What follows belongs to an exercise in optimizing a design on an open flow for small area and a short achievable clock period; a production flow would make more cautious choices.
In this exercise RTL edits were held to simulation tests only and were not proved equivalent to the original.

==> flow/design.v, too long to show whole: its modules and the start of the top module <==
// module alucontrol: 41 lines
// module mdarr: 2505 lines
// module rca: 18 lines
// module alu: 41 lines
// module ex_stage: 122 lines
module ex_stage (
	input wire clk,
	input wire reset,
	input wire we,
	output wire [4:0] reg_probe,
	output wire [31:0] data_probe,
	output wire write_probe,
	input wire alu_s,
	input wire alu_t,
	input wire alu_op,
	input wire dst_reg,
	input wire is_link,
	input wire is_jump,
	input wire dst_jump,
	input wire [31:0] pc_jump,
	input wire [31:0] pc_next,
	input wire [31:0] data_s,
	input wire [31:0] data_t,
	input wire [31:0] data_c0,
	input wire [5:0] opcode,
	input wire [5:0] funct,
	input wire [4:0] reg_s,
	input wire [4:0] reg_t,
	input wire [4:0] reg_d,
	input wire is_branch,
	input wire mem_read,
	input wire mem_write,
	input wire mem_type,
	input wire mem_to_reg,
	input wire reg_write,
	input wire [31:0] immediate,
	output reg is_branch_out,
	output reg [31:0] pc_branch,
	output reg is_jump_out,
	output reg [31:0] pc_jump_out,
	output reg alu_zero,
	output reg mem_read_out,
	output reg mem_write_out,
	output reg mem_type_out,
	output reg mem_to_reg_out,
	output reg [31:0] alu_out,
	output reg [31:0] data_t_out,
	output reg [4:0] reg_addr,
	output reg reg_write_out
);
  // ...
==> flow/flow/run.sh <==
#!/bin/bash
# Standard ORFS layout, but the port buffers that global placement inserts use the
# smallest plain buffer (buf_1) instead of the default choice (a delay-cell buffer).
set -euo pipefail
bash standard.sh 'BUFFER_PORTS_ARGS=-buffer_cell sky130_fd_sc_hd__buf_1' finish > flow_make.log 2>&1
==> flow/standard.sh <==
#!/bin/bash
# synth_recipe.tcl (not shown) runs the flow's synth.tcl, then flattens the netlist and writes it again
# the make line also repeats each setting of config.mk as NAME=value (left out here)
make -C /OpenROAD-flow-scripts/flow DESIGN_CONFIG=/design/flow/config.mk WORK_HOME=/design/flow/orfs CLKGATE_MAP_FILE= SYNTH_SCRIPT=/design/flow/synth_recipe.tcl "${@:-finish}"
==> flow/config.mk <==
export PLATFORM = sky130hd
export DESIGN_NAME = ex_stage
export DESIGN_NICKNAME = ex_stage
export VERILOG_FILES = /design/flow/design.v
export SDC_FILE = /design/flow/constraint.sdc
export NUM_CORES = 4
export LEC_CHECK = 0
export ABC_AREA = 1
export CAP_MARGIN = 20
export CORE_MARGIN = 2
export CORE_UTILIZATION = 70
export CTS_CLUSTER_DIAMETER = 50
export CTS_CLUSTER_SIZE = 10
export PLACE_DENSITY = 0.8
export SLEW_MARGIN = 20
==> flow/constraint.sdc <==
create_clock -name core_clock -period 600.0 [get_ports {clk}]
set_input_delay 120.0000 -clock core_clock [delete_from_list [all_inputs] [get_ports {clk}]]
set_output_delay 120.0000 -clock core_clock [all_outputs]
set_load 0.01 [all_outputs]
==> flow_summary.yaml, run 1 <==
outcome:
  outcome: "timing/DRC/antenna clean"
worst_setup_path:
  crit_path_top_delay_cell: "o21ai_0"
  critPathTopFamily: "compound AO/OA/AOI/OAI gates"
  r2r_slack_ps: 599220
placed_design:
  place_worst_setup_slack_ps: 247560
  placedCellCount: 6469
timing:
  rsz0062_at_grt: "false"
  setup_ws_ps: 245700
  post-route-period-util: 0.590
  relSlewSlack: 0.163
  timing.fmax_ghz: 0.00282
  skew_ps: 0
  slew_viol_final: 0
  hold_viol: 0
synthesis:
  synth_top_family_by_area: "simple AND/OR/NAND/NOR gates"
  synthMuxAreaShare: 0.00269
  synth_fp_nets: 6379
  synthAdderAreaFrac: 0.245
detailed_routing:
  wl_per_cell_um: 19.4
  wl_met1_mm: 49.7
  dr.max_layer_used: "met5"
  routed_wl_mm: 126
floorplanning:
  ios: 414
layout:
  n_all_inverters: 643
  multi_input_area_um2: 31500
  fill_cells: 4659
  seq_cells: 141
  clkCellAreaFrac: 0.0155
grt:
  grt_busiest_layer: "met2"
  grt_usage: 0.439
clock_tree:
  root_buffer: "clkbuf_16"
  h-tree-depth: 4
==> module alu, before the edit <==
module alu(
	input wire op_add, op_sub, op_slt, op_and, op_or, op_xor, op_nor,
	input wire op_sll, op_srl, op_sra, op_lui, op_mov, op_mul, op_div,
	input wire op_beq, op_bne,
	input wire [31:0] s,
	input wire [31:0] t,
	input wire [4:0] shamt,
	input wire link,
	input wire [31:0] pc_next,
	output wire zero,
	output wire [31:0] out
);
wire sub = op_sub | op_slt | op_beq | op_bne;
wire [31:0] sum;
wire co;
rca #(32) add(.a(s), .b(t ^ {32{sub}}), .ci(sub), .y(sum), .co(co));
wire lts = (s[31] ^ t[31]) ? s[31] : ~co;
wire eq = ~|sum;
assign zero = (op_beq & eq) | (op_bne & ~eq);
wire shft = op_sll | op_srl | op_sra;
wire [31:0] md_t = shft ? (32'd1 << shamt) : t;
wire md_div = op_div | op_srl | op_sra;
wire [31:0] prod, quot;
mdarr md(.s(s), .t(md_t), .div(md_div), .prod(prod), .quot(quot));
wire neg = op_sra & s[31];
wire [31:0] sra_fill = ~(32'hffffffff >> shamt);
wire c11 = op_and | op_or | op_mov;
wire c10 = op_or | op_xor | op_mov;
wire c01 = op_or | op_xor;
wire c00 = op_nor;
wire [31:0] lg = (s & t & {32{c11}}) | (s & ~t & {32{c10}}) | (~s & t & {32{c01}}) | (~s & ~t & {32{c00}});
wire nl = ~link;
assign out = ({32{(op_add | op_sub) & nl}} & sum)
           | {31'd0, op_slt & nl & lts}
           | ({32{nl}} & lg)
           | ({32{op_lui & nl}} & {t[15:0], 16'h0000})
           | ({32{(op_mul | op_sll) & nl}} & prod)
           | ({32{md_div & nl}} & quot)
           | ({32{neg & nl}} & sra_fill)
           | ({32{link}} & pc_next);
endmodule
==> run 2: changes to the inputs <==
--- a/flow/design.v
+++ b/flow/design.v
@@ -41,5 +41,6 @@
 endmodule
-module mdarr(input wire [31:0] s, input wire [31:0] t, input wire div,
-             output wire [31:0] prod, output wire [31:0] quot);
-wire [31:0] bv = t ^ {32{div}};
+module mdarr(input wire [31:0] s, input wire [31:0] t, input wire div, input wire sub, input wire add,
+             output wire [31:0] prod, output wire [31:0] quot, output wire cout);
+wire [31:0] bv = t ^ {32{sub}};
+wire cin = sub;
 wire [32:1] thigh;
@@ -73,3 +74,4 @@
 assign thigh[5] = thigh[6] | t[5];
-assign thigh[4] = thigh[5] | t[4];
+wire th4_tree = |t[31:4];
+assign thigh[4] = th4_tree;
 assign thigh[3] = thigh[4] | t[3];
@@ -80,5 +82,8 @@
 wire [1:0] s31_g0, s31_p0;
-assign s31_g0[0] = div; assign s31_p0[0] = 1'b0;
+assign s31_g0[0] = cin; assign s31_p0[0] = 1'b0;
 assign s31_g0[1] = s31_a[0] & bv[0]; assign s31_p0[1] = s31_a[0] ^ bv[0];
 wire s31_G1 = s31_g0[1] | (s31_p0[1] & s31_g0[0]); wire s31_P1 = s31_p0[1] & s31_p0[0];
+wire [1:0] s31_c;
+assign s31_c[0] = s31_g0[0];
+assign s31_c[1] = s31_G1;
 wire [0:0] s31_x;
@@ -91,3 +96,3 @@
 wire [2:0] s30_g0, s30_p0;
-assign s30_g0[0] = div; assign s30_p0[0] = 1'b0;
+assign s30_g0[0] = cin; assign s30_p0[0] = 1'b0;
 assign s30_g0[1] = s30_a[0] & bv[0]; assign s30_p0[1] = s30_a[0] ^ bv[0];
@@ -96,2 +101,6 @@
 wire s30_G2 = s30_g0[2] | (s30_p0[2] & s30_G1); wire s30_P2 = s30_p0[2] & s30_P1;
+wire [2:0] s30_c;
+assign s30_c[0] = s30_g0[0];
+assign s30_c[1] = s30_G1;
+assign s30_c[2] = s30_G2;
 wire [1:0] s30_x;
@@ -105,3 +114,3 @@
 wire [3:0] s29_g0, s29_p0;
-assign s29_g0[0] = div; assign s29_p0[0] = 1'b0;
+assign s29_g0[0] = cin; assign s29_p0[0] = 1'b0;
 assign s29_g0[1] = s29_a[0] & bv[0]; assign s29_p0[1] = s29_a[0] ^ bv[0];
@@ -113,2 +122,7 @@
 wire s29_G4 = s29_G2 | (s29_P2 & s29_G1); wire s29_P4 = s29_P2 & s29_P1;
+wire [3:0] s29_c;
+assign s29_c[0] = s29_g0[0];
+assign s29_c[1] = s29_G1;
+assign s29_c[2] = s29_G3;
+assign s29_c[3] = s29_G4;
 wire [2:0] s29_x;
@@ -123,3 +137,3 @@
 wire [4:0] s28_g0, s28_p0;
-assign s28_g0[0] = div; assign s28_p0[0] = 1'b0;
+assign s28_g0[0] = cin; assign s28_p0[0] = 1'b0;
 assign s28_g0[1] = s28_a[0] & bv[0]; assign s28_p0[1] = s28_a[0] ^ bv[0];
@@ -133,2 +147,8 @@
 wire s28_G5 = s28_g0[4] | (s28_p0[4] & s28_G4); wire s28_P5 = s28_p0[4] & s28_P4;
+wire [4:0] s28_c;
+assign s28_c[0] = s28_g0[0];
+assign s28_c[1] = s28_G1;
+assign s28_c[2] = s28_G3;
+assign s28_c[3] = s28_G4;
+assign s28_c[4] = s28_G5;
 wire [3:0] s28_x;
@@ -144,3 +164,3 @@
 wire [5:0] s27_g0, s27_p0;
-assign s27_g0[0] = div; assign s27_p0[0] = 1'b0;
+assign s27_g0[0] = cin; assign s27_p0[0] = 1'b0;
 assign s27_g0[1] = s27_a[0] & bv[0]; assign s27_p0[1] = s27_a[0] ^ bv[0];
@@ -157,2 +177,9 @@
 wire s27_G7 = s27_G3 | (s27_P3 & s27_G5); wire s27_P7 = s27_P3 & s27_P5;
+wire [5:0] s27_c;
+assign s27_c[0] = s27_g0[0];
+assign s27_c[1] = s27_G1;
+assign s27_c[2] = s27_G4;
+assign s27_c[3] = s27_G5;
+assign s27_c[4] = s27_G6;
+assign s27_c[5] = s27_G7;
 wire [4:0] s27_x;
@@ -169,3 +196,3 @@
 wire [6:0] s26_g0, s26_p0;
-assign s26_g0[0] = div; assign s26_p0[0] = 1'b0;
+assign s26_g0[0] = cin; assign s26_p0[0] = 1'b0;
 assign s26_g0[1] = s26_a[0] & bv[0]; assign s26_p0[1] = s26_a[0] ^ bv[0];
@@ -185,2 +212,10 @@
 wire s26_G9 = s26_G6 | (s26_P6 & s26_G5); wire s26_P9 = s26_P6 & s26_P5;
+wire [6:0] s26_c;
+assign s26_c[0] = s26_g0[0];
+assign s26_c[1] = s26_G1;
+assign s26_c[2] = s26_G4;
+assign s26_c[3] = s26_G5;
+assign s26_c[4] = s26_G7;
+assign s26_c[5] = s26_G8;
+assign s26_c[6] = s26_G9;
 wire [5:0] s26_x;
@@ -198,3 +233,3 @@
 wire [7:0] s25_g0, s25_p0;
-assign s25_g0[0] = div; assign s25_p0[0] = 1'b0;
+assign s25_g0[0] = cin; assign s25_p0[0] = 1'b0;
 assign s25_g0[1] = s25_a[0] & bv[0]; assign s25_p0[1] = s25_a[0] ^ bv[0];
@@ -218,2 +253,11 @@
 wire s25_G12 = s25_G8 | (s25_P8 & s25_G6); wire s25_P12 = s25_P8 & s25_P6;
+wire [7:0] s25_c;
+assign s25_c[0] = s25_g0[0];
+assign s25_c[1] = s25_G1;
+assign s25_c[2] = s25_G5;
+assign s25_c[3] = s25_G6;
+assign s25_c[4] = s25_G9;
+assign s25_c[5] = s25_G10;
+assign s25_c[6] = s25_G11;
+assign s25_c[7] = s25_G12;
 wire [6:0] s25_x;
@@ -232,3 +276,3 @@
 wire [8:0] s24_g0, s24_p0;
-assign s24_g0[0] = div; assign s24_p0[0] = 1'b0;
+assign s24_g0[0] = cin; assign s24_p0[0] = 1'b0;
 assign s24_g0[1] = s24_a[0] & bv[0]; assign s24_p0[1] = s24_a[0] ^ bv[0];
@@ -254,2 +298,12 @@
 wire s24_G13 = s24_g0[8] | (s24_p0[8] & s24_G12); wire s24_P13 = s24_p0[8] & s24_P12;
+wire [8:0] s24_c;
+assign s24_c[0] = s24_g0[0];
+assign s24_c[1] = s24_G1;
+assign s24_c[2] = s24_G5;
+assign s24_c[3] = s24_G6;
+assign s24_c[4] = s24_G9;
+assign s24_c[5] = s24_G10;
+assign s24_c[6] = s24_G11;
+assign s24_c[7] = s24_G12;
+assign s24_c[8] = s24_G13;
 wire [7:0] s24_x;
@@ -269,3 +323,3 @@
 wire [9:0] s23_g0, s23_p0;
-assign s23_g0[0] = div; assign s23_p0[0] = 1'b0;
+assign s23_g0[0] = cin; assign s23_p0[0] = 1'b0;
 assign s23_g0[1] = s23_a[0] & bv[0]; assign s23_p0[1] = s23_a[0] ^ bv[0];
@@ -294,2 +348,13 @@
 wire s23_G15 = s23_G5 | (s23_P5 & s23_G13); wire s23_P15 = s23_P5 & s23_P13;
+wire [9:0] s23_c;
+assign s23_c[0] = s23_g0[0];
+assign s23_c[1] = s23_G1;
+assign s23_c[2] = s23_G6;
+assign s23_c[3] = s23_G7;
+assign s23_c[4] = s23_G10;
+assign s23_c[5] = s23_G11;
+assign s23_c[6] = s23_G12;
+assign s23_c[7] = s23_G13;
+assign s23_c[8] = s23_G14;
+assign s23_c[9] = s23_G15;
 wire [8:0] s23_x;
@@ -310,3 +375,3 @@
 wire [10:0] s22_g0, s22_p0;
-assign s22_g0[0] = div; assign s22_p0[0] = 1'b0;
+assign s22_g0[0] = cin; assign s22_p0[0] = 1'b0;
 assign s22_g0[1] = s22_a[0] & bv[0]; assign s22_p0[1] = s22_a[0] ^ bv[0];
@@ -338,2 +403,14 @@
 wire s22_G17 = s22_G10 | (s22_P10 & s22_G14); wire s22_P17 = s22_P10 & s22_P14;
+wire [10:0] s22_c;
+assign s22_c[0] = s22_g0[0];
+assign s22_c[1] = s22_G1;
+assign s22_c[2] = s22_G6;
+assign s22_c[3] = s22_G7;
+assign s22_c[4] = s22_G11;
+assign s22_c[5] = s22_G12;
+assign s22_c[6] = s22_G13;
+assign s22_c[7] = s22_G14;
+assign s22_c[8] = s22_G15;
+assign s22_c[9] = s22_G16;
+assign s22_c[10] = s22_G17;
 wire [9:0] s22_x;
@@ -355,3 +432,3 @@
 wire [11:0] s21_g0, s21_p0;
-assign s21_g0[0] = div; assign s21_p0[0] = 1'b0;
+assign s21_g0[0] = cin; assign s21_p0[0] = 1'b0;
 assign s21_g0[1] = s21_a[0] & bv[0]; assign s21_p0[1] = s21_a[0] ^ bv[0];
@@ -387,2 +464,15 @@
 wire s21_G20 = s21_G12 | (s21_P12 & s21_G16); wire s21_P20 = s21_P12 & s21_P16;
+wire [11:0] s21_c;
+assign s21_c[0] = s21_g0[0];
+assign s21_c[1] = s21_G1;
+assign s21_c[2] = s21_G7;
+assign s21_c[3] = s21_G8;
+assign s21_c[4] = s21_G13;
+assign s21_c[5] = s21_G14;
+assign s21_c[6] = s21_G15;
+assign s21_c[7] = s21_G16;
+assign s21_c[8] = s21_G17;
+assign s21_c[9] = s21_G18;
+assign s21_c[10] = s21_G19;
+assign s21_c[11] = s21_G20;
 wire [10:0] s21_x;
@@ -405,3 +495,3 @@
 wire [12:0] s20_g0, s20_p0;
-assign s20_g0[0] = div; assign s20_p0[0] = 1'b0;
+assign s20_g0[0] = cin; assign s20_p0[0] = 1'b0;
 assign s20_g0[1] = s20_a[0] & bv[0]; assign s20_p0[1] = s20_a[0] ^ bv[0];
@@ -440,2 +530,16 @@
 wire s20_G22 = s20_G17 | (s20_P17 & s20_G16); wire s20_P22 = s20_P17 & s20_P16;
+wire [12:0] s20_c;
+assign s20_c[0] = s20_g0[0];
+assign s20_c[1] = s20_G1;
+assign s20_c[2] = s20_G7;
+assign s20_c[3] = s20_G8;
+assign s20_c[4] = s20_G13;
+assign s20_c[5] = s20_G14;
+assign s20_c[6] = s20_G15;
+assign s20_c[7] = s20_G16;
+assign s20_c[8] = s20_G18;
+assign s20_c[9] = s20_G19;
+assign s20_c[10] = s20_G20;
+assign s20_c[11] = s20_G21;
+assign s20_c[12] = s20_G22;
 wire [11:0] s20_x;
@@ -459,3 +563,3 @@
 wire [13:0] s19_g0, s19_p0;
-assign s19_g0[0] = div; assign s19_p0[0] = 1'b0;
+assign s19_g0[0] = cin; assign s19_p0[0] = 1'b0;
 assign s19_g0[1] = s19_a[0] & bv[0]; assign s19_p0[1] = s19_a[0] ^ bv[0];
@@ -498,2 +602,17 @@
 wire s19_G25 = s19_G19 | (s19_P19 & s19_G17); wire s19_P25 = s19_P19 & s19_P17;
+wire [13:0] s19_c;
+assign s19_c[0] = s19_g0[0];
+assign s19_c[1] = s19_G1;
+assign s19_c[2] = s19_G8;
+assign s19_c[3] = s19_G9;
+assign s19_c[4] = s19_G14;
+assign s19_c[5] = s19_G15;
+assign s19_c[6] = s19_G16;
+assign s19_c[7] = s19_G17;
+assign s19_c[8] = s19_G20;
+assign s19_c[9] = s19_G21;
+assign s19_c[10] = s19_G22;
+assign s19_c[11] = s19_G23;
+assign s19_c[12] = s19_G24;
+assign s19_c[13] = s19_G25;
 wire [12:0] s19_x;
@@ -518,3 +637,3 @@
 wire [14:0] s18_g0, s18_p0;
-assign s18_g0[0] = div; assign s18_p0[0] = 1'b0;
+assign s18_g0[0] = cin; assign s18_p0[0] = 1'b0;
 assign s18_g0[1] = s18_a[0] & bv[0]; assign s18_p0[1] = s18_a[0] ^ bv[0];
@@ -561,2 +680,18 @@
 wire s18_G28 = s18_G21 | (s18_P21 & s18_G18); wire s18_P28 = s18_P21 & s18_P18;
+wire [14:0] s18_c;
+assign s18_c[0] = s18_g0[0];
+assign s18_c[1] = s18_G1;
+assign s18_c[2] = s18_G8;
+assign s18_c[3] = s18_G9;
+assign s18_c[4] = s18_G15;
+assign s18_c[5] = s18_G16;
+assign s18_c[6] = s18_G17;
+assign s18_c[7] = s18_G18;
+assign s18_c[8] = s18_G22;
+assign s18_c[9] = s18_G23;
+assign s18_c[10] = s18_G24;
+assign s18_c[11] = s18_G25;
+assign s18_c[12] = s18_G26;
+assign s18_c[13] = s18_G27;
+assign s18_c[14] = s18_G28;
 wire [13:0] s18_x;
@@ -582,3 +717,3 @@
 wire [15:0] s17_g0, s17_p0;
-assign s17_g0[0] = div; assign s17_p0[0] = 1'b0;
+assign s17_g0[0] = cin; assign s17_p0[0] = 1'b0;
 assign s17_g0[1] = s17_a[0] & bv[0]; assign s17_p0[1] = s17_a[0] ^ bv[0];
@@ -630,2 +765,19 @@
 wire s17_G32 = s17_G24 | (s17_P24 & s17_G20); wire s17_P32 = s17_P24 & s17_P20;
+wire [15:0] s17_c;
+assign s17_c[0] = s17_g0[0];
+assign s17_c[1] = s17_G1;
+assign s17_c[2] = s17_G9;
+assign s17_c[3] = s17_G10;
+assign s17_c[4] = s17_G17;
+assign s17_c[5] = s17_G18;
+assign s17_c[6] = s17_G19;
+assign s17_c[7] = s17_G20;
+assign s17_c[8] = s17_G25;
+assign s17_c[9] = s17_G26;
+assign s17_c[10] = s17_G27;
+assign s17_c[11] = s17_G28;
+assign s17_c[12] = s17_G29;
+assign s17_c[13] = s17_G30;
+assign s17_c[14] = s17_G31;
+assign s17_c[15] = s17_G32;
 wire [14:0] s17_x;
@@ -652,3 +804,3 @@
 wire [16:0] s16_g0, s16_p0;
-assign s16_g0[0] = div; assign s16_p0[0] = 1'b0;
+assign s16_g0[0] = cin; assign s16_p0[0] = 1'b0;
 assign s16_g0[1] = s16_a[0] & bv[0]; assign s16_p0[1] = s16_a[0] ^ bv[0];
@@ -702,2 +854,20 @@
 wire s16_G33 = s16_g0[16] | (s16_p0[16] & s16_G32); wire s16_P33 = s16_p0[16] & s16_P32;
+wire [16:0] s16_c;
+assign s16_c[0] = s16_g0[0];
+assign s16_c[1] = s16_G1;
+assign s16_c[2] = s16_G9;
+assign s16_c[3] = s16_G10;
+assign s16_c[4] = s16_G17;
+assign s16_c[5] = s16_G18;
+assign s16_c[6] = s16_G19;
+assign s16_c[7] = s16_G20;
+assign s16_c[8] = s16_G25;
+assign s16_c[9] = s16_G26;
+assign s16_c[10] = s16_G27;
+assign s16_c[11] = s16_G28;
+assign s16_c[12] = s16_G29;
+assign s16_c[13] = s16_G30;
+assign s16_c[14] = s16_G31;
+assign s16_c[15] = s16_G32;
+assign s16_c[16] = s16_G33;
 wire [15:0] s16_x;
@@ -725,3 +895,3 @@
 wire [17:0] s15_g0, s15_p0;
-assign s15_g0[0] = div; assign s15_p0[0] = 1'b0;
+assign s15_g0[0] = cin; assign s15_p0[0] = 1'b0;
 assign s15_g0[1] = s15_a[0] & bv[0]; assign s15_p0[1] = s15_a[0] ^ bv[0];
@@ -778,2 +948,21 @@
 wire s15_G35 = s15_G9 | (s15_P9 & s15_G33); wire s15_P35 = s15_P9 & s15_P33;
+wire [17:0] s15_c;
+assign s15_c[0] = s15_g0[0];
+assign s15_c[1] = s15_G1;
+assign s15_c[2] = s15_G10;
+assign s15_c[3] = s15_G11;
+assign s15_c[4] = s15_G18;
+assign s15_c[5] = s15_G19;
+assign s15_c[6] = s15_G20;
+assign s15_c[7] = s15_G21;
+assign s15_c[8] = s15_G26;
+assign s15_c[9] = s15_G27;
+assign s15_c[10] = s15_G28;
+assign s15_c[11] = s15_G29;
+assign s15_c[12] = s15_G30;
+assign s15_c[13] = s15_G31;
+assign s15_c[14] = s15_G32;
+assign s15_c[15] = s15_G33;
+assign s15_c[16] = s15_G34;
+assign s15_c[17] = s15_G35;
 wire [16:0] s15_x;
@@ -802,3 +991,3 @@
 wire [18:0] s14_g0, s14_p0;
-assign s14_g0[0] = div; assign s14_p0[0] = 1'b0;
+assign s14_g0[0] = cin; assign s14_p0[0] = 1'b0;
 assign s14_g0[1] = s14_a[0] & bv[0]; assign s14_p0[1] = s14_a[0] ^ bv[0];
@@ -858,2 +1047,22 @@
 wire s14_G37 = s14_G18 | (s14_P18 & s14_G34); wire s14_P37 = s14_P18 & s14_P34;
+wire [18:0] s14_c;
+assign s14_c[0] = s14_g0[0];
+assign s14_c[1] = s14_G1;
+assign s14_c[2] = s14_G10;
+assign s14_c[3] = s14_G11;
+assign s14_c[4] = s14_G19;
+assign s14_c[5] = s14_G20;
+assign s14_c[6] = s14_G21;
+assign s14_c[7] = s14_G22;
+assign s14_c[8] = s14_G27;
+assign s14_c[9] = s14_G28;
+assign s14_c[10] = s14_G29;
+assign s14_c[11] = s14_G30;
+assign s14_c[12] = s14_G31;
+assign s14_c[13] = s14_G32;
+assign s14_c[14] = s14_G33;
+assign s14_c[15] = s14_G34;
+assign s14_c[16] = s14_G35;
+assign s14_c[17] = s14_G36;
+assign s14_c[18] = s14_G37;
 wire [17:0] s14_x;
@@ -883,3 +1092,3 @@
 wire [19:0] s13_g0, s13_p0;
-assign s13_g0[0] = div; assign s13_p0[0] = 1'b0;
+assign s13_g0[0] = cin; assign s13_p0[0] = 1'b0;
 assign s13_g0[1] = s13_a[0] & bv[0]; assign s13_p0[1] = s13_a[0] ^ bv[0];
@@ -943,2 +1152,23 @@
 wire s13_G40 = s13_G20 | (s13_P20 & s13_G36); wire s13_P40 = s13_P20 & s13_P36;
+wire [19:0] s13_c;
+assign s13_c[0] = s13_g0[0];
+assign s13_c[1] = s13_G1;
+assign s13_c[2] = s13_G11;
+assign s13_c[3] = s13_G12;
+assign s13_c[4] = s13_G21;
+assign s13_c[5] = s13_G22;
+assign s13_c[6] = s13_G23;
+assign s13_c[7] = s13_G24;
+assign s13_c[8] = s13_G29;
+assign s13_c[9] = s13_G30;
+assign s13_c[10] = s13_G31;
+assign s13_c[11] = s13_G32;
+assign s13_c[12] = s13_G33;
+assign s13_c[13] = s13_G34;
+assign s13_c[14] = s13_G35;
+assign s13_c[15] = s13_G36;
+assign s13_c[16] = s13_G37;
+assign s13_c[17] = s13_G38;
+assign s13_c[18] = s13_G39;
+assign s13_c[19] = s13_G40;
 wire [18:0] s13_x;
@@ -969,3 +1199,3 @@
 wire [20:0] s12_g0, s12_p0;
-assign s12_g0[0] = div; assign s12_p0[0] = 1'b0;
+assign s12_g0[0] = cin; assign s12_p0[0] = 1'b0;
 assign s12_g0[1] = s12_a[0] & bv[0]; assign s12_p0[1] = s12_a[0] ^ bv[0];
@@ -1032,2 +1262,24 @@
 wire s12_G42 = s12_G29 | (s12_P29 & s12_G37); wire s12_P42 = s12_P29 & s12_P37;
+wire [20:0] s12_c;
+assign s12_c[0] = s12_g0[0];
+assign s12_c[1] = s12_G1;
+assign s12_c[2] = s12_G11;
+assign s12_c[3] = s12_G12;
+assign s12_c[4] = s12_G21;
+assign s12_c[5] = s12_G22;
+assign s12_c[6] = s12_G23;
+assign s12_c[7] = s12_G24;
+assign s12_c[8] = s12_G30;
+assign s12_c[9] = s12_G31;
+assign s12_c[10] = s12_G32;
+assign s12_c[11] = s12_G33;
+assign s12_c[12] = s12_G34;
+assign s12_c[13] = s12_G35;
+assign s12_c[14] = s12_G36;
+assign s12_c[15] = s12_G37;
+assign s12_c[16] = s12_G38;
+assign s12_c[17] = s12_G39;
+assign s12_c[18] = s12_G40;
+assign s12_c[19] = s12_G41;
+assign s12_c[20] = s12_G42;
 wire [19:0] s12_x;
@@ -1059,3 +1311,3 @@
 wire [21:0] s11_g0, s11_p0;
-assign s11_g0[0] = div; assign s11_p0[0] = 1'b0;
+assign s11_g0[0] = cin; assign s11_p0[0] = 1'b0;
 assign s11_g0[1] = s11_a[0] & bv[0]; assign s11_p0[1] = s11_a[0] ^ bv[0];
@@ -1126,2 +1378,25 @@
 wire s11_G45 = s11_G31 | (s11_P31 & s11_G39); wire s11_P45 = s11_P31 & s11_P39;
+wire [21:0] s11_c;
+assign s11_c[0] = s11_g0[0];
+assign s11_c[1] = s11_G1;
+assign s11_c[2] = s11_G12;
+assign s11_c[3] = s11_G13;
+assign s11_c[4] = s11_G22;
+assign s11_c[5] = s11_G23;
+assign s11_c[6] = s11_G24;
+assign s11_c[7] = s11_G25;
+assign s11_c[8] = s11_G32;
+assign s11_c[9] = s11_G33;
+assign s11_c[10] = s11_G34;
+assign s11_c[11] = s11_G35;
+assign s11_c[12] = s11_G36;
+assign s11_c[13] = s11_G37;
+assign s11_c[14] = s11_G38;
+assign s11_c[15] = s11_G39;
+assign s11_c[16] = s11_G40;
+assign s11_c[17] = s11_G41;
+assign s11_c[18] = s11_G42;
+assign s11_c[19] = s11_G43;
+assign s11_c[20] = s11_G44;
+assign s11_c[21] = s11_G45;
 wire [20:0] s11_x;
@@ -1154,3 +1429,3 @@
 wire [22:0] s10_g0, s10_p0;
-assign s10_g0[0] = div; assign s10_p0[0] = 1'b0;
+assign s10_g0[0] = cin; assign s10_p0[0] = 1'b0;
 assign s10_g0[1] = s10_a[0] & bv[0]; assign s10_p0[1] = s10_a[0] ^ bv[0];
@@ -1225,2 +1500,26 @@
 wire s10_G48 = s10_G33 | (s10_P33 & s10_G41); wire s10_P48 = s10_P33 & s10_P41;
+wire [22:0] s10_c;
+assign s10_c[0] = s10_g0[0];
+assign s10_c[1] = s10_G1;
+assign s10_c[2] = s10_G12;
+assign s10_c[3] = s10_G13;
+assign s10_c[4] = s10_G23;
+assign s10_c[5] = s10_G24;
+assign s10_c[6] = s10_G25;
+assign s10_c[7] = s10_G26;
+assign s10_c[8] = s10_G34;
+assign s10_c[9] = s10_G35;
+assign s10_c[10] = s10_G36;
+assign s10_c[11] = s10_G37;
+assign s10_c[12] = s10_G38;
+assign s10_c[13] = s10_G39;
+assign s10_c[14] = s10_G40;
+assign s10_c[15] = s10_G41;
+assign s10_c[16] = s10_G42;
+assign s10_c[17] = s10_G43;
+assign s10_c[18] = s10_G44;
+assign s10_c[19] = s10_G45;
+assign s10_c[20] = s10_G46;
+assign s10_c[21] = s10_G47;
+assign s10_c[22] = s10_G48;
 wire [21:0] s10_x;
@@ -1254,3 +1553,3 @@
 wire [23:0] s9_g0, s9_p0;
-assign s9_g0[0] = div; assign s9_p0[0] = 1'b0;
+assign s9_g0[0] = cin; assign s9_p0[0] = 1'b0;
 assign s9_g0[1] = s9_a[0] & bv[0]; assign s9_p0[1] = s9_a[0] ^ bv[0];
@@ -1330,2 +1629,27 @@
 wire s9_G52 = s9_G36 | (s9_P36 & s9_G44); wire s9_P52 = s9_P36 & s9_P44;
+wire [23:0] s9_c;
+assign s9_c[0] = s9_g0[0];
+assign s9_c[1] = s9_G1;
+assign s9_c[2] = s9_G13;
+assign s9_c[3] = s9_G14;
+assign s9_c[4] = s9_G25;
+assign s9_c[5] = s9_G26;
+assign s9_c[6] = s9_G27;
+assign s9_c[7] = s9_G28;
+assign s9_c[8] = s9_G37;
+assign s9_c[9] = s9_G38;
+assign s9_c[10] = s9_G39;
+assign s9_c[11] = s9_G40;
+assign s9_c[12] = s9_G41;
+assign s9_c[13] = s9_G42;
+assign s9_c[14] = s9_G43;
+assign s9_c[15] = s9_G44;
+assign s9_c[16] = s9_G45;
+assign s9_c[17] = s9_G46;
+assign s9_c[18] = s9_G47;
+assign s9_c[19] = s9_G48;
+assign s9_c[20] = s9_G49;
+assign s9_c[21] = s9_G50;
+assign s9_c[22] = s9_G51;
+assign s9_c[23] = s9_G52;
 wire [22:0] s9_x;
@@ -1360,3 +1684,3 @@
 wire [24:0] s8_g0, s8_p0;
-assign s8_g0[0] = div; assign s8_p0[0] = 1'b0;
+assign s8_g0[0] = cin; assign s8_p0[0] = 1'b0;
 assign s8_g0[1] = s8_a[0] & bv[0]; assign s8_p0[1] = s8_a[0] ^ bv[0];
@@ -1439,2 +1763,28 @@
 wire s8_G54 = s8_G45 | (s8_P45 & s8_G44); wire s8_P54 = s8_P45 & s8_P44;
+wire [24:0] s8_c;
+assign s8_c[0] = s8_g0[0];
+assign s8_c[1] = s8_G1;
+assign s8_c[2] = s8_G13;
+assign s8_c[3] = s8_G14;
+assign s8_c[4] = s8_G25;
+assign s8_c[5] = s8_G26;
+assign s8_c[6] = s8_G27;
+assign s8_c[7] = s8_G28;
+assign s8_c[8] = s8_G37;
+assign s8_c[9] = s8_G38;
+assign s8_c[10] = s8_G39;
+assign s8_c[11] = s8_G40;
+assign s8_c[12] = s8_G41;
+assign s8_c[13] = s8_G42;
+assign s8_c[14] = s8_G43;
+assign s8_c[15] = s8_G44;
+assign s8_c[16] = s8_G46;
+assign s8_c[17] = s8_G47;
+assign s8_c[18] = s8_G48;
+assign s8_c[19] = s8_G49;
+assign s8_c[20] = s8_G50;
+assign s8_c[21] = s8_G51;
+assign s8_c[22] = s8_G52;
+assign s8_c[23] = s8_G53;
+assign s8_c[24] = s8_G54;
 wire [23:0] s8_x;
@@ -1470,3 +1820,3 @@
 wire [25:0] s7_g0, s7_p0;
-assign s7_g0[0] = div; assign s7_p0[0] = 1'b0;
+assign s7_g0[0] = cin; assign s7_p0[0] = 1'b0;
 assign s7_g0[1] = s7_a[0] & bv[0]; assign s7_p0[1] = s7_a[0] ^ bv[0];
@@ -1553,2 +1903,29 @@
 wire s7_G57 = s7_G47 | (s7_P47 & s7_G45); wire s7_P57 = s7_P47 & s7_P45;
+wire [25:0] s7_c;
+assign s7_c[0] = s7_g0[0];
+assign s7_c[1] = s7_G1;
+assign s7_c[2] = s7_G14;
+assign s7_c[3] = s7_G15;
+assign s7_c[4] = s7_G26;
+assign s7_c[5] = s7_G27;
+assign s7_c[6] = s7_G28;
+assign s7_c[7] = s7_G29;
+assign s7_c[8] = s7_G38;
+assign s7_c[9] = s7_G39;
+assign s7_c[10] = s7_G40;
+assign s7_c[11] = s7_G41;
+assign s7_c[12] = s7_G42;
+assign s7_c[13] = s7_G43;
+assign s7_c[14] = s7_G44;
+assign s7_c[15] = s7_G45;
+assign s7_c[16] = s7_G48;
+assign s7_c[17] = s7_G49;
+assign s7_c[18] = s7_G50;
+assign s7_c[19] = s7_G51;
+assign s7_c[20] = s7_G52;
+assign s7_c[21] = s7_G53;
+assign s7_c[22] = s7_G54;
+assign s7_c[23] = s7_G55;
+assign s7_c[24] = s7_G56;
+assign s7_c[25] = s7_G57;
 wire [24:0] s7_x;
@@ -1585,3 +1962,3 @@
 wire [26:0] s6_g0, s6_p0;
-assign s6_g0[0] = div; assign s6_p0[0] = 1'b0;
+assign s6_g0[0] = cin; assign s6_p0[0] = 1'b0;
 assign s6_g0[1] = s6_a[0] & bv[0]; assign s6_p0[1] = s6_a[0] ^ bv[0];
@@ -1672,2 +2049,30 @@
 wire s6_G60 = s6_G49 | (s6_P49 & s6_G46); wire s6_P60 = s6_P49 & s6_P46;
+wire [26:0] s6_c;
+assign s6_c[0] = s6_g0[0];
+assign s6_c[1] = s6_G1;
+assign s6_c[2] = s6_G14;
+assign s6_c[3] = s6_G15;
+assign s6_c[4] = s6_G27;
+assign s6_c[5] = s6_G28;
+assign s6_c[6] = s6_G29;
+assign s6_c[7] = s6_G30;
+assign s6_c[8] = s6_G39;
+assign s6_c[9] = s6_G40;
+assign s6_c[10] = s6_G41;
+assign s6_c[11] = s6_G42;
+assign s6_c[12] = s6_G43;
+assign s6_c[13] = s6_G44;
+assign s6_c[14] = s6_G45;
+assign s6_c[15] = s6_G46;
+assign s6_c[16] = s6_G50;
+assign s6_c[17] = s6_G51;
+assign s6_c[18] = s6_G52;
+assign s6_c[19] = s6_G53;
+assign s6_c[20] = s6_G54;
+assign s6_c[21] = s6_G55;
+assign s6_c[22] = s6_G56;
+assign s6_c[23] = s6_G57;
+assign s6_c[24] = s6_G58;
+assign s6_c[25] = s6_G59;
+assign s6_c[26] = s6_G60;
 wire [25:0] s6_x;
@@ -1705,3 +2110,3 @@
 wire [27:0] s5_g0, s5_p0;
-assign s5_g0[0] = div; assign s5_p0[0] = 1'b0;
+assign s5_g0[0] = cin; assign s5_p0[0] = 1'b0;
 assign s5_g0[1] = s5_a[0] & bv[0]; assign s5_p0[1] = s5_a[0] ^ bv[0];
@@ -1797,2 +2202,31 @@
 wire s5_G64 = s5_G52 | (s5_P52 & s5_G48); wire s5_P64 = s5_P52 & s5_P48;
+wire [27:0] s5_c;
+assign s5_c[0] = s5_g0[0];
+assign s5_c[1] = s5_G1;
+assign s5_c[2] = s5_G15;
+assign s5_c[3] = s5_G16;
+assign s5_c[4] = s5_G29;
+assign s5_c[5] = s5_G30;
+assign s5_c[6] = s5_G31;
+assign s5_c[7] = s5_G32;
+assign s5_c[8] = s5_G41;
+assign s5_c[9] = s5_G42;
+assign s5_c[10] = s5_G43;
+assign s5_c[11] = s5_G44;
+assign s5_c[12] = s5_G45;
+assign s5_c[13] = s5_G46;
+assign s5_c[14] = s5_G47;
+assign s5_c[15] = s5_G48;
+assign s5_c[16] = s5_G53;
+assign s5_c[17] = s5_G54;
+assign s5_c[18] = s5_G55;
+assign s5_c[19] = s5_G56;
+assign s5_c[20] = s5_G57;
+assign s5_c[21] = s5_G58;
+assign s5_c[22] = s5_G59;
+assign s5_c[23] = s5_G60;
+assign s5_c[24] = s5_G61;
+assign s5_c[25] = s5_G62;
+assign s5_c[26] = s5_G63;
+assign s5_c[27] = s5_G64;
 wire [26:0] s5_x;
@@ -1831,3 +2265,3 @@
 wire [28:0] s4_g0, s4_p0;
-assign s4_g0[0] = div; assign s4_p0[0] = 1'b0;
+assign s4_g0[0] = cin; assign s4_p0[0] = 1'b0;
 assign s4_g0[1] = s4_a[0] & bv[0]; assign s4_p0[1] = s4_a[0] ^ bv[0];
@@ -1927,2 +2361,32 @@
 wire s4_G67 = s4_G54 | (s4_P54 & s4_G49); wire s4_P67 = s4_P54 & s4_P49;
+wire [28:0] s4_c;
+assign s4_c[0] = s4_g0[0];
+assign s4_c[1] = s4_G1;
+assign s4_c[2] = s4_G15;
+assign s4_c[3] = s4_G16;
+assign s4_c[4] = s4_G29;
+assign s4_c[5] = s4_G30;
+assign s4_c[6] = s4_G31;
+assign s4_c[7] = s4_G32;
+assign s4_c[8] = s4_G42;
+assign s4_c[9] = s4_G43;
+assign s4_c[10] = s4_G44;
+assign s4_c[11] = s4_G45;
+assign s4_c[12] = s4_G46;
+assign s4_c[13] = s4_G47;
+assign s4_c[14] = s4_G48;
+assign s4_c[15] = s4_G49;
+assign s4_c[16] = s4_G55;
+assign s4_c[17] = s4_G56;
+assign s4_c[18] = s4_G57;
+assign s4_c[19] = s4_G58;
+assign s4_c[20] = s4_G59;
+assign s4_c[21] = s4_G60;
+assign s4_c[22] = s4_G61;
+assign s4_c[23] = s4_G62;
+assign s4_c[24] = s4_G63;
+assign s4_c[25] = s4_G64;
+assign s4_c[26] = s4_G65;
+assign s4_c[27] = s4_G66;
+assign s4_c[28] = s4_G67;
 wire [27:0] s4_x;
@@ -1962,3 +2426,3 @@
 wire [29:0] s3_g0, s3_p0;
-assign s3_g0[0] = div; assign s3_p0[0] = 1'b0;
+assign s3_g0[0] = cin; assign s3_p0[0] = 1'b0;
 assign s3_g0[1] = s3_a[0] & bv[0]; assign s3_p0[1] = s3_a[0] ^ bv[0];
@@ -2063,2 +2527,33 @@
 wire s3_G71 = s3_G57 | (s3_P57 & s3_G51); wire s3_P71 = s3_P57 & s3_P51;
+wire [29:0] s3_c;
+assign s3_c[0] = s3_g0[0];
+assign s3_c[1] = s3_G1;
+assign s3_c[2] = s3_G16;
+assign s3_c[3] = s3_G17;
+assign s3_c[4] = s3_G30;
+assign s3_c[5] = s3_G31;
+assign s3_c[6] = s3_G32;
+assign s3_c[7] = s3_G33;
+assign s3_c[8] = s3_G44;
+assign s3_c[9] = s3_G45;
+assign s3_c[10] = s3_G46;
+assign s3_c[11] = s3_G47;
+assign s3_c[12] = s3_G48;
+assign s3_c[13] = s3_G49;
+assign s3_c[14] = s3_G50;
+assign s3_c[15] = s3_G51;
+assign s3_c[16] = s3_G58;
+assign s3_c[17] = s3_G59;
+assign s3_c[18] = s3_G60;
+assign s3_c[19] = s3_G61;
+assign s3_c[20] = s3_G62;
+assign s3_c[21] = s3_G63;
+assign s3_c[22] = s3_G64;
+assign s3_c[23] = s3_G65;
+assign s3_c[24] = s3_G66;
+assign s3_c[25] = s3_G67;
+assign s3_c[26] = s3_G68;
+assign s3_c[27] = s3_G69;
+assign s3_c[28] = s3_G70;
+assign s3_c[29] = s3_G71;
 wire [28:0] s3_x;
@@ -2099,3 +2594,3 @@
 wire [30:0] s2_g0, s2_p0;
-assign s2_g0[0] = div; assign s2_p0[0] = 1'b0;
+assign s2_g0[0] = cin; assign s2_p0[0] = 1'b0;
 assign s2_g0[1] = s2_a[0] & bv[0]; assign s2_p0[1] = s2_a[0] ^ bv[0];
@@ -2205,2 +2700,34 @@
 wire s2_G75 = s2_G60 | (s2_P60 & s2_G53); wire s2_P75 = s2_P60 & s2_P53;
+wire [30:0] s2_c;
+assign s2_c[0] = s2_g0[0];
+assign s2_c[1] = s2_G1;
+assign s2_c[2] = s2_G16;
+assign s2_c[3] = s2_G17;
+assign s2_c[4] = s2_G31;
+assign s2_c[5] = s2_G32;
+assign s2_c[6] = s2_G33;
+assign s2_c[7] = s2_G34;
+assign s2_c[8] = s2_G46;
+assign s2_c[9] = s2_G47;
+assign s2_c[10] = s2_G48;
+assign s2_c[11] = s2_G49;
+assign s2_c[12] = s2_G50;
+assign s2_c[13] = s2_G51;
+assign s2_c[14] = s2_G52;
+assign s2_c[15] = s2_G53;
+assign s2_c[16] = s2_G61;
+assign s2_c[17] = s2_G62;
+assign s2_c[18] = s2_G63;
+assign s2_c[19] = s2_G64;
+assign s2_c[20] = s2_G65;
+assign s2_c[21] = s2_G66;
+assign s2_c[22] = s2_G67;
+assign s2_c[23] = s2_G68;
+assign s2_c[24] = s2_G69;
+assign s2_c[25] = s2_G70;
+assign s2_c[26] = s2_G71;
+assign s2_c[27] = s2_G72;
+assign s2_c[28] = s2_G73;
+assign s2_c[29] = s2_G74;
+assign s2_c[30] = s2_G75;
 wire [29:0] s2_x;
@@ -2242,3 +2769,3 @@
 wire [31:0] s1_g0, s1_p0;
-assign s1_g0[0] = div; assign s1_p0[0] = 1'b0;
+assign s1_g0[0] = cin; assign s1_p0[0] = 1'b0;
 assign s1_g0[1] = s1_a[0] & bv[0]; assign s1_p0[1] = s1_a[0] ^ bv[0];
@@ -2354,2 +2881,35 @@
 wire s1_G80 = s1_G64 | (s1_P64 & s1_G56); wire s1_P80 = s1_P64 & s1_P56;
+wire [31:0] s1_c;
+assign s1_c[0] = s1_g0[0];
+assign s1_c[1] = s1_G1;
+assign s1_c[2] = s1_G17;
+assign s1_c[3] = s1_G18;
+assign s1_c[4] = s1_G33;
+assign s1_c[5] = s1_G34;
+assign s1_c[6] = s1_G35;
+assign s1_c[7] = s1_G36;
+assign s1_c[8] = s1_G49;
+assign s1_c[9] = s1_G50;
+assign s1_c[10] = s1_G51;
+assign s1_c[11] = s1_G52;
+assign s1_c[12] = s1_G53;
+assign s1_c[13] = s1_G54;
+assign s1_c[14] = s1_G55;
+assign s1_c[15] = s1_G56;
+assign s1_c[16] = s1_G65;
+assign s1_c[17] = s1_G66;
+assign s1_c[18] = s1_G67;
+assign s1_c[19] = s1_G68;
+assign s1_c[20] = s1_G69;
+assign s1_c[21] = s1_G70;
+assign s1_c[22] = s1_G71;
+assign s1_c[23] = s1_G72;
+assign s1_c[24] = s1_G73;
+assign s1_c[25] = s1_G74;
+assign s1_c[26] = s1_G75;
+assign s1_c[27] = s1_G76;
+assign s1_c[28] = s1_G77;
+assign s1_c[29] = s1_G78;
+assign s1_c[30] = s1_G79;
+assign s1_c[31] = s1_G80;
 wire [30:0] s1_x;
@@ -2390,5 +2950,5 @@
 wire [30:0] s1_o = s1_cond ? s1_x : s1_a;
-wire [31:0] s0_a = {s1_o[30:0], s[0] & div};
+wire [31:0] s0_a = add ? s : {s1_o[30:0], s[0] & div};
 wire [32:0] s0_g0, s0_p0;
-assign s0_g0[0] = div; assign s0_p0[0] = 1'b0;
+assign s0_g0[0] = cin; assign s0_p0[0] = 1'b0;
 assign s0_g0[1] = s0_a[0] & bv[0]; assign s0_p0[1] = s0_a[0] ^ bv[0];
@@ -2506,2 +3066,36 @@
 wire s0_G81 = s0_g0[32] | (s0_p0[32] & s0_G80); wire s0_P81 = s0_p0[32] & s0_P80;
+wire [32:0] s0_c;
+assign s0_c[0] = s0_g0[0];
+assign s0_c[1] = s0_G1;
+assign s0_c[2] = s0_G17;
+assign s0_c[3] = s0_G18;
+assign s0_c[4] = s0_G33;
+assign s0_c[5] = s0_G34;
+assign s0_c[6] = s0_G35;
+assign s0_c[7] = s0_G36;
+assign s0_c[8] = s0_G49;
+assign s0_c[9] = s0_G50;
+assign s0_c[10] = s0_G51;
+assign s0_c[11] = s0_G52;
+assign s0_c[12] = s0_G53;
+assign s0_c[13] = s0_G54;
+assign s0_c[14] = s0_G55;
+assign s0_c[15] = s0_G56;
+assign s0_c[16] = s0_G65;
+assign s0_c[17] = s0_G66;
+assign s0_c[18] = s0_G67;
+assign s0_c[19] = s0_G68;
+assign s0_c[20] = s0_G69;
+assign s0_c[21] = s0_G70;
+assign s0_c[22] = s0_G71;
+assign s0_c[23] = s0_G72;
+assign s0_c[24] = s0_G73;
+assign s0_c[25] = s0_G74;
+assign s0_c[26] = s0_G75;
+assign s0_c[27] = s0_G76;
+assign s0_c[28] = s0_G77;
+assign s0_c[29] = s0_G78;
+assign s0_c[30] = s0_G79;
+assign s0_c[31] = s0_G80;
+assign s0_c[32] = s0_G81;
 wire [31:0] s0_x;
@@ -2540,3 +3134,4 @@
 wire s0_co = s0_G81;
-wire s0_cond = div ? (s0_co & ~1'b0) : s[0];
+wire s0_cond = add | (div ? s0_co : s[0]);
+assign cout = s0_co;
 assign q[0] = s0_co & ~1'b0;
@@ -2576,9 +3171,2 @@
 );
-wire sub = op_sub | op_slt | op_beq | op_bne;
-wire [31:0] sum;
-wire co;
-rca #(32) add(.a(s), .b(t ^ {32{sub}}), .ci(sub), .y(sum), .co(co));
-wire lts = (s[31] ^ t[31]) ? s[31] : ~co;
-wire eq = ~|sum;
-assign zero = (op_beq & eq) | (op_bne & ~eq);
 wire shft = op_sll | op_srl | op_sra;
@@ -2586,4 +3174,12 @@
 wire md_div = op_div | op_srl | op_sra;
+wire cmp = op_slt | op_beq | op_bne;
+wire md_add = op_add | op_sub | cmp;
+wire md_sub = op_sub | cmp | md_div;
 wire [31:0] prod, quot;
-mdarr md(.s(s), .t(md_t), .div(md_div), .prod(prod), .quot(quot));
+wire co;
+mdarr md(.s(s), .t(md_t), .div(md_div), .sub(md_sub), .add(md_add),
+         .prod(prod), .quot(quot), .cout(co));
+wire lts = (s[31] ^ t[31]) ? s[31] : ~co;
+wire eq = ~|prod;
+assign zero = (op_beq & eq) | (op_bne & ~eq);
 wire neg = op_sra & s[31];
@@ -2596,3 +3192,3 @@
 wire nl = ~link;
-assign out = ({32{(op_add | op_sub) & nl}} & sum)
+assign out = ({32{(op_add | op_sub | op_mul | op_sll) & nl}} & prod)
            | {31'd0, op_slt & nl & lts}
@@ -2600,3 +3196,2 @@
            | ({32{op_lui & nl}} & {t[15:0], 16'h0000})
-           | ({32{(op_mul | op_sll) & nl}} & prod)
            | ({32{md_div & nl}} & quot)
==> flow/flow/run.sh (replaced) <==
#!/bin/bash
# Standard ORFS layout with two changes:
#  - synthesis is the standard flow's own script (synth_recipe.tcl), but ABC maps the logic with
#    flow/abc.script, which gives ABC a delay target so that it recovers area instead
#    of sizing every path for minimum delay;
#  - the port buffers that global placement inserts use buf_1 instead of a delay-cell buffer.
set -euo pipefail
W=$PWD
cat > "$W/flow_synth.tcl" <<EOT
proc abc {args} {
  set i [lsearch -exact \$args -script]
  if {\$i >= 0} { lset args [expr {\$i+1}] {$W/flow/abc.script} }
  yosys abc {*}\$args
}
source {$W/synth_recipe.tcl}
EOT
sed "s#SYNTH_SCRIPT=[^ ]*#SYNTH_SCRIPT=$W/flow_synth.tcl#" standard.sh > standard_abc.sh
grep -q "SYNTH_SCRIPT=$W/flow_synth.tcl" standard_abc.sh
bash standard_abc.sh 'BUFFER_PORTS_ARGS=-buffer_cell sky130_fd_sc_hd__buf_1' finish > flow_make.log 2>&1
==> flow/flow/abc.script (new file) <==
strash
dch
map -D 10000
topo
stime -c
buffer -c
upsize -c -D 10000
dnsize -c -D 10000
--- a/flow/config.mk
+++ b/flow/config.mk
@@ -11,2 +11,3 @@
 export CORE_UTILIZATION = 70
+export CTS_BUF_LIST = sky130_fd_sc_hd__clkbuf_8
 export CTS_CLUSTER_DIAMETER = 50
==> flow_summary.yaml, run 2 <==
grt:
  grt_pass1_wl_mm: 189
  gr-usage-met3: 0.168
  antenna_found_initial: 12
  overflow: 0
  grt_usage: 0.487
  use_met1: 0.579
  grt_pass1_vias: 35400
  grt.met2_usage: 0.738
  grt_busiest_layer: "met2"
  grt_start_max_net_pins: 93
clock_tree:
  root_buffer: "clkbuf_8"
  cts_resized: 0
  post-cts-setup-buffers: 0
  worstSkewPairLatency_ps: 540
  cts_tree: "yes"
  clockBufferDepth: 2
  clock-sinks: 141
  holdBufCountCts: 0
  numCtsBuffers: 17
  clk_pin_slew_worst_paths_ps: 90
  h-tree-depth: 4
placed_design:
  place_worst_setup_slack_ps: 237980
  dp_hpwl_mm: 97.4
  portBuffers: 408
  gp_congestion: 1.12
floorplanning:
  dieArea_um2: 49000
  dieWidth_um: 221
  ios: 414
  initial_core_util: 0.710
  die_h_um: 221
  fp.coreArea_um2: 46600
  rows: 79
timing:
  post-route-period-util: 0.608
  slew_viol_final: 0
  hold_viol: 0
  layout_min_cycle_time_ps: 365070
  tightest_slew_ps: 1250
  relSlewSlack: 0.158
  setup_ws_ps: 234940
  timing.fmax_ghz: 0.00274
  rsz0062_at_grt: "false"
  skew_ps: 0
  fin_tns_setup_ps: 0
  setup_violations: 0
synthesis:
  yosys_warnings: 1
  synth_edf_count: 0
  yosysSeqAreaShare: 0.0854
  avgSynthCellArea_um2: 6.45
  synth_top_area_share: 0.188
  ys_top_cells_by_count: "951 x nand2_1, 687 x o21ai_0, 595 x nor2_1"
  yosysMostFrequentCell: "nand2_1"
  async_flop_share: 0
  syn_inst: 5124
  synth_top_area_cell: "ha_1"
  yosys_register_bits: 141
  yosys-top-cells-area: "ha_1 19%, nand2_1 11%, o21ai_0 10%, dfxtp_1 8.5%, fa_1 7.9%"
  synth_fp_nets: 5986
  synth_area_um2: 33000
  synth_ff_type: "dfxtp_1"
  ys_types: 51
detailed_routing:
  dr_total_vias: 37900
  avgViaCountPerCell: 6.25
  detail-route-antenna-nets: 0
  drtIter0Drc: 3805
  routed_wl_mm: 123
  drcViolationCount: 0
  firstDrtPassIters: 8
  wl_per_cell_um: 20.3
worst_setup_path:
  critPathTopFamily: "compound AO/OA/AOI/OAI gates"
  crit_cells: 1148
  crit_path_end_kind: "output pin"
  cpMostUsedCell: "nand2_1"
  crit_path_top_delay_cell: "o21ai_2"
  startpoint: "immediate[8]"
  crit_path_max_incr_delay_ps: 790
  crit_type: "primary input to output pin"
  endpoint: "data_probe[25]"
  rr_endpoint: "pc_jump_out[27]"
  cp-start-kind: "primary input"
  r2r_slack_ps: 599060
  r2r_cells: 2
  r2r-start: "pc_jump_out[27]"
  cp.required_ps: 480000
  crit_arrival_ps: 245070
  worstPathMaxFanout: 45
  critPathBufInv: 213
layout:
  multi_input_area_um2: 27700
  fill_cells: 3737
  syn_to_final_growth_pct: 8.94
  final_layout_size_suffix_gt1_frac: 0.0429
  layout_commonest_cell: "nand2_1"
  seq_area_um2: 2820
  final_cell_mix: "950 x nand2_1, 678 x o21ai_0, 592 x nor2_1"
  nNetsFinal: 6306
worst_hold_path:
  min_path_cells: 2
  hp-start: "alu_zero"
  min_path_type: "flip-flop to flip-flop"
  whs_endpoint: "alu_zero"
job:
  maxCapViolCount: 0
outcome:
  outcome: "timing/DRC/antenna clean"
-- run 2: cell count changes after synthesis, moves of 53 or more --
cell      delta
o21ai_0    +440
nor2_1     +266
nand3_1    -265
nand2_2    -261
o21ai_2    -255
a21oi_1    +185
nand2_1    -144
clkbuf_1    +99
o21ai_1     -81
clkbuf_8    -71
or2_2       -66
o31ai_1     +57
inv_1       -55
a31oi_1     +53
-- run 2: per-layer routing --
layer  wire length, um  vias up  part of all wire
li1                  -    18000                 -
met1             46800    17300              0.38
met2             51400     2082              0.42
met3             15200      587              0.12
met4              9970       12             0.081
met5                99        -           0.00080
-- run 2: through the flow --
stage | area, um^2 | hold WS [ps] | cells | util
2_1_floorplan | 33000 | 484 | 5124 | -
3_3_place_gp | 35600 | 456 | 6031 | 0.764
3_5_place_dp | 35600 | 463 | 6031 | 0.764
4_1_cts | 35900 | 482 | 6062 | 0.772
5_1_grt | 36000 | 516 | 6069 | 0.773
6_report | 36000 | 491 | 6073 | 0.773
-- run 2: logic make-up after synthesis --
| kind of cell | count (synthesis) | share of synthesized area |
|---|---|---|
| AO/OA/AOI/OAI | 1486 | 0.253 |
| XOR/XNOR | 334 | 0.0885 |
| adder cells (fa/ha/maj) | 627 | 0.267 |
| buffers and inverters | 737 | 0.0838 |
| flip-flops | 141 | 0.0854 |
| multiplexers | 25 | 0.00765 |
| AND/OR/NAND/NOR | 1774 | 0.214 |
-- run 2: cell type report --
cell class                 count  share of cell area
inverter                     530              0.0553
clock buffer                  17             0.00650
antenna                       10            0.000695
tap                          607              0.0211
clock inverter                14             0.00355
sequential                   141              0.0784
timing repair buffer         508              0.0636
multi-input combinational   4246               0.771
==> run 3: changes to the inputs <==
==> flow/flow/run.sh (replaced) <==
#!/bin/bash
# Standard ORFS layout (the standard.sh, unchanged synthesis) with two changes:
#  - after synthesis, every combinational cell is swapped to the smallest-area cell of
#    its own family (same function and pins, e.g. nand2_4 -> nand2_1); the placer's
#    repair_design still sizes up what slew or load limits need;
#  - the port buffers that global placement inserts use buf_1 instead of a delay-cell buffer.
set -euo pipefail
W=$PWD
R=$W/orfs/results/$FLOW_PLATFORM/ex_stage/base
bash standard.sh synth > flow_synth.log 2>&1
cat > "$W/downsize_run.tcl" <<EOT
read_db $R/1_synth.odb
source $W/flow/downsize.tcl
downsize_all
write_db $R/1_synth.odb
EOT
openroad -no_init -exit "$W/downsize_run.tcl" > downsize.log 2>&1
bash standard.sh 'BUFFER_PORTS_ARGS=-buffer_cell sky130_fd_sc_hd__buf_1' finish > flow_make.log 2>&1
==> flow/flow/downsize.tcl (new file) <==
# Swap every combinational cell to the smallest-area cell of the same family (same function,
# same pins): sky130_fd_sc_hd__<base>_<N> -> the <base>_<M> with least area. Flip-flops stay.
proc downsize_all {} {
  set db [ord::get_db]
  set masters {}
  foreach lib [$db getLibs] {
    foreach m [$lib getMasters] { lappend masters $m }
  }
  array set best {}
  foreach m $masters {
    set n [$m getName]
    if {![regexp {^(sky130_fd_sc_hd__[a-z0-9]+)_([0-9]+)$} $n -> base sz]} { continue }
    set a [expr {[$m getWidth] * [$m getHeight]}]
    if {![info exists best($base)] || $a < [lindex $best($base) 1]} { set best($base) [list $m $a] }
  }
  set n 0
  foreach inst [[ord::get_db_block] getInsts] {
    set m [$inst getMaster]
    set name [$m getName]
    if {![regexp {^(sky130_fd_sc_hd__[a-z0-9]+)_([0-9]+)$} $name -> base sz]} { continue }
    if {[regexp {df|dl|edf|sdf|tap|fill|decap|conb|clkdly|dlygate|dlymetal} $base]} { continue }
    if {![info exists best($base)]} { continue }
    set bm [lindex $best($base) 0]
    if {[$bm getName] ne $name} {
      if {[$inst swapMaster $bm]} { incr n }
    }
  }
  puts "downsize_all: swapped $n instances"
}
--- a/flow/config.mk
+++ b/flow/config.mk
@@ -14,2 +14,3 @@
 export CTS_CLUSTER_SIZE = 10
+export GPL_TIMING_DRIVEN = 0
 export PLACE_DENSITY = 0.8
removed: flow/flow/abc.script
==> flow_summary.yaml, run 3 <==
floorplanning:
  die_h_um: 237
  initial_core_util: 0.708
  fp.coreArea_um2: 53800
  ios: 414
  rows: 85
  dieWidth_um: 237
  dieArea_um2: 56300
placed_design:
  place_worst_setup_slack_ps: 263100
  portBuffers: 404
  gp_congestion: 1.24
  dp_hpwl_mm: 132
timing:
  hold_viol: 0
  setup_violations: 0
  rsz0062_at_grt: "false"
  layout_min_cycle_time_ps: 343290
  worst_hold_slack_ps: 489
  tightest_slew_ps: 1410
  skew_ps: 0
  post-route-period-util: 0.572
  fin_tns_setup_ps: 0
  relSlewSlack: 0.0328
  timing.fmax_ghz: 0.00291
  slew_viol_final: 0
  setup_ws_ps: 256710
detailed_routing:
  dr_total_vias: 48400
  routed_wl_mm: 161
  drtIter0Drc: 6301
  wl_per_cell_um: 21.2
  avgViaCountPerCell: 6.39
  detail-route-antenna-nets: 0
  firstDrtPassIters: 11
  drcViolationCount: 0
job:
  maxCapViolCount: 0
synthesis:
  synth_fp_nets: 7240
  synth_area_um2: 38100
  yosys_warnings: 1
  syn_inst: 6378
  avgSynthCellArea_um2: 5.98
outcome:
  outcome: "timing/DRC/antenna clean"
worst_hold_path:
  whs_endpoint: "pc_jump_out[4]"
  hp-start: "pc_jump_out[4]"
  min_path_type: "flip-flop to flip-flop"
  min_path_cells: 2
clock_tree:
  clock-sinks: 141
  holdBufCountCts: 0
  post-cts-setup-buffers: 0
  h-tree-depth: 4
  cts_tree: "yes"
  clk_pin_slew_worst_paths_ps: 90
  cts_resized: 0
  root_buffer: "clkbuf_8"
  clockBufferDepth: 2
  numCtsBuffers: 17
  worstSkewPairLatency_ps: 500
worst_setup_path:
  cpMostUsedCell: "nand2_1"
  crit_path_end_kind: "output pin"
  crit_type: "primary input to output pin"
  crit_path_max_incr_delay_ps: 990
  worstPathMaxFanout: 28
  r2r_cells: 4
  crit_arrival_ps: 223280
  cp-start-kind: "primary input"
  r2r_slack_ps: 599060
  cp.required_ps: 480000
  crit_path_top_delay_cell: "a21boi_0"
  rr_endpoint: "reg_addr[4]"
  r2r-start: "reg_addr[4]"
layout:
  layout_commonest_cell: "nand2_1"
  fill_cells: 4234
  final_cell_mix: "1713 x nand2_1, 765 x nand3_1, 726 x inv_1"
  final_layout_size_suffix_gt1_frac: 0.0187
  nNetsFinal: 7706
  syn_to_final_growth_pct: 10.5
grt:
  grt_pass1_vias: 44700
  grt_usage: 0.557
  grt_start_max_net_pins: 29
  overflow: 0
  antenna_found_initial: 22
  grt_pass1_wl_mm: 245
## run 3: changes by cell type in the layout (fill, tap and decap cells not counted), moves of 58 or more
cell and change:
nor2_1 -124, buf_4 -92, a31oi_1 -58, nand2_1 +763, nand3_1 +688, clkbuf_1 +102, xnor2_1 -74, o21ai_0 -272
or2_0 +203, buf_1 +111, inv_1 +208
## run 3: worst max-delay path: cells and delay by family
kind	cells	cell delay, ps
AOI/OAI and AO/OA	121	32000
xor gates and xnor gates	3	1330
adders and majority gates	35	11010
buffers and inverters	79	19140
and+or+nand+nor	300	39470
## run 3: how the worst max path moves through the flow
stage | startpoint | end | slack (ps) | cells past startpoint
floorplan | alu_op | data_probe[18] | 289360 | 535
global placement | alu_op | data_probe[18] | 259730 | 529
detailed placement | alu_op | data_probe[18] | 263100 | 541
CTS | alu_op | data_probe[18] | 262790 | 539
global route | alu_op | data_probe[18] | 251030 | 539
finish | alu_op | data_probe[18] | 256710 | 538
## run 3: area by class of cell
class / count / area [um^2] / share of cell area
multi-input combinational: 5282 / 32200 / 0.764
buffer: 216 / 815 / 0.0193
tap: 696 / 871 / 0.0207
clock buffer: 17 / 234 / 0.00556
sequential: 141 / 2820 / 0.0670
inverter: 739 / 2780 / 0.0659
clock inverter: 15 / 171 / 0.00407
antenna: 17 / 42.5 / 0.00101
timing repair buffer: 447 / 2210 / 0.0524
## run 3: layer usage
layer / routed length [um] / GRT usage / vias to the layer above
met4: 18000 / 0.495 / 14
met2: 63800 / 0.815 / 3545
li1: - / - / 22000
met5: 164 / 0.0156 / -
met1: 54800 / 0.617 / 21600
met3: 24000 / 0.235 / 1213
## run 3: through the flow
stage	cells	utilization	cell area [um^2]
3_3_place_gp	7478	0.753	40500
5_1_grt	7560	0.782	42100
2_1_floorplan	6378	-	38100
3_5_place_dp	7521	0.774	41600
4_1_cts	7553	0.781	42000
6_report	7570	0.783	42100

[afterwards: timing with drivers on the ports]
No port has a modelled driver above. Below, the same layouts with a new extraction and two added sets of constraints.
Step 1, drivers: a clkbuf_16 drives clk and a buf_2 each remaining input, both assumed.
Step 2 adds t to the input delays and takes it off the output delays; t is the mean of the earliest and latest rising clock arrival at the registers after step 1. Input paths then give back, and output paths get back, about the clock's delay inside the block.
Slacks: no drivers / after step 1 / after step 2; pairs: no drivers / after step 1.
| run | t (ns) | setup slack, ns | latest minus earliest clock arrival (ns) | pins driven straight from the clock port |
|---|---|---|---|---|
| run 1 | 0.546 | 245.702 / 245.674 / 245.674 | 0.016 / 0.016 | 1 |
| run 2 | 0.611 | 234.935 / 234.866 / 234.865 | 0.021 / 0.021 | 1 |
| run 3 | 0.553 | 256.715 / 256.694 / 256.694 | 0.034 / 0.034 | 1 |
After both steps every run listed still meets setup and hold. The setup slack of run 2, which loses most, moves by -0.069 ns with the drivers and by -0.070 ns with both steps.
